What follows belongs to an exercise in optimizing a design on an open flow for small area, a short achievable clock period and few clock cycles; a production flow would make more cautious choices.
At most, simulation tests tie the RTL to the original design; equivalence was not proved.
Power and IR drop assume default switching activity.

Design MPQ, start of the top module:
module MPQ(clk,rst,data_valid,data,cmd_valid,cmd,index,value,busy,RAM_valid,RAM_A,RAM_D,done);
export LEC_CHECK = 0
export CAP_MARGIN = 20
export CORE_MARGIN = 2
export CORE_UTILIZATION = 30
export PLACE_DENSITY = 0.5
export SETUP_SLACK_MARGIN = 4.0
export SLEW_MARGIN = 20
create_clock -name core_clock -period 7.0 [get_ports {clk}]
run.sh (not shown) runs the stock make flow with config.mk's settings and CLKGATE_MAP_FILE= SYNTH_SCRIPT=/design/flow/synth_recipe.tcl, a recipe that flattens the netlist after the stock synthesis.
Testbench counts at the start, summed over its fixed seeds: cycles 11,648.
Then changed:
Settings changed: SETUP_SLACK_MARGIN 4.0 to 4.2.
=> Wire length rose by 0.54%; synthesized cell count is unchanged; sequential share of layout area falls by 0.97 points; worst hold slack improves by 0.037 ns; clock power stays flat; count of clock-buffer cells in the layout is unchanged.
Then changed:
Settings changed: CORE_UTILIZATION 30 to 45, PLACE_DENSITY 0.5 to 0.7, SETUP_SLACK_MARGIN 4.2 to 4.0.
Final area fell by 5.7%.
Combinational power came out lower by 7.7%.
Clock power stays flat.
Via count grows by 1.3%.
Worst setup slack gets better by 0.0053 ns.
Non-clock buffer count came out lower by 46.
Global-route usage went up by 7.9 points.
First-iteration DRC count came out higher by 52%.
Wire length went down by 8.8%.
Area after synthesis is unchanged.
Register-to-register slack got worse by 0.08 ns.
Then changed:
Settings changed: CORE_UTILIZATION 45 to 40, PLACE_DENSITY 0.7 to 0.65.
What happened: Combinational power stays flat; die area rose by roughly a tenth; total power barely changes; non-clock buffer count rises by 3; setup slack is worse by 0.025 ns; routed wire length went up slightly.

========
v1:
MPQ, a different RTL version from the one above (not shown whole).
Size: ~50 I/O pins, roughly 14000 sq um of cells after synthesis.
==> flow/config.mk <==
export PLATFORM = sky130hd
export DESIGN_NAME = MPQ
export DESIGN_NICKNAME = MPQ
export VERILOG_FILES = /design/flow/design.v
export SDC_FILE = /design/flow/constraint.sdc
export NUM_CORES = 4
export LEC_CHECK = 0
export CAP_MARGIN = 20
export CORE_MARGIN = 2
export CORE_UTILIZATION = 40
export PLACE_DENSITY = 0.65
export SETUP_SLACK_MARGIN = 3.9
export SLEW_MARGIN = 20
==> flow/constraint.sdc <==
create_clock -name core_clock -period 7.0 [get_ports {clk}]
set_input_delay 1.4000 -clock core_clock [delete_from_list [all_inputs] [get_ports {clk}]]
set_output_delay 1.4000 -clock core_clock [all_outputs]
set_load 0.01 [all_outputs]
Testbench counts of v1, summed over its fixed seeds: cycles 11,648.
#### Input delta (v47 over v1)
- SETUP_SLACK_MARGIN changed from 3.9 to 4.0
==> notes.md <==
[compare] base=v1 new=v47: arrival time of data at the critical path endpoint decreased by 0.20 ns relative to the old numbers; hold slack decreased 0.013 ns; total power density per cell area held.
The kind of critical path comes out flip-flop to flip-flop in one run and input port to flip-flop in the other, namely in v1 and v47 respectively.
v47: flow completed, timing, DRC and antenna clean
[inputs] v2 vs v47
- CORE_UTILIZATION: 40 -> 35
- PLACE_DENSITY: 0.65 -> 0.6
- Startpoint of the most critical setup path: A[13]$_DFF_P_ -> v2, cmd[0] -> v47
- Going from v47 to v2, met3 track demand over resource down 2.0 points; overall routed net length increased by 1.2 mm relative to the old numbers; maximum clock rate moved up; power went down; fraction of area in registers did not really move.
- The topmost layer with routed signal wires comes out met4 in one run and met5 in the other, namely in v2 and v47 respectively.
- Going from v47 to v2, first-iteration DRC count moved down; utilization after layout lower; logic gate share of total power increased by 0.5 points relative to the old numbers; final cell count higher; count of clock buffers in the final design rose 1.

========
MPQ, a different RTL version from the one above (not shown whole).
For scale: roughly 170 flip-flops, roughly 50 I/O pins.
Settings: LEC_CHECK=0, CAP_MARGIN=20, CORE_MARGIN=2, CORE_UTILIZATION=30, PLACE_DENSITY=0.5, SLEW_MARGIN=20; clock period 7.0 ns.
The first run ran to the end with no violations.
Next try:
--- a/flow/config.mk
+++ b/flow/config.mk
@@ -7,0 +8 @@
+export ABC_AREA = 1
Outcome: Synthesized cell count went up by 39%; clock-buffer cell count came out higher by 1; power climbs by 5.7%; setup slack gets better by 0.61 ns; sequential power went down by 14%.
No functional check of the RTL was part of any run of this note.

-- port drivers added, routing unchanged --
No port has a modelled driver above. Below, the same layouts with a new extraction and two added sets of constraints.
Step 1, drivers: a clkbuf_16 drives clk and a buf_2 each remaining input, both assumed.
Step 2 moves the port delays by t, midway between the first and last clock arrival at a register: inputs arrive t later, outputs are due t later. That takes back most of the time a late clock gives input paths.
a / b / c = ideal ports / drivers / drivers and shift; a / b = the first two.
run	t, ns	setup WS [ns]	clock arrival spread, ns	worst register clock-pin slew, ns
the first run of note 1	0.527	3.887 / 3.895 / 3.368	0.017 / 0.018	0.09 / 0.09
the second run of note 1	0.542	3.947 / 3.936 / 3.393	0.021 / 0.021	0.10 / 0.10
the third run of note 1	0.516	3.952 / 3.952 / 3.449	0.015 / 0.016	0.09 / 0.09
the fourth run of note 1	0.519	3.927 / 3.929 / 3.410	0.014 / 0.014	0.09 / 0.09
v1	0.544	3.788 / 3.788 / 3.330	0.027 / 0.027	0.09 / 0.09
v47	0.519	3.927 / 3.929 / 3.410	0.014 / 0.014	0.09 / 0.09
v2	0.520	3.948 / 3.948 / 3.433	0.014 / 0.014	0.08 / 0.08
the first run of note 3	0.560	1.379 / 1.379 / 1.379	0.016 / 0.016	0.09 / 0.09
the second run of note 3	0.577	1.993 / 1.993 / 1.993	0.017 / 0.017	0.08 / 0.08
After both steps setup and hold are still met in every run listed. The setup slack of the second run of note 1, which loses most, moves by -0.011 ns with the drivers and by -0.554 ns with both steps.
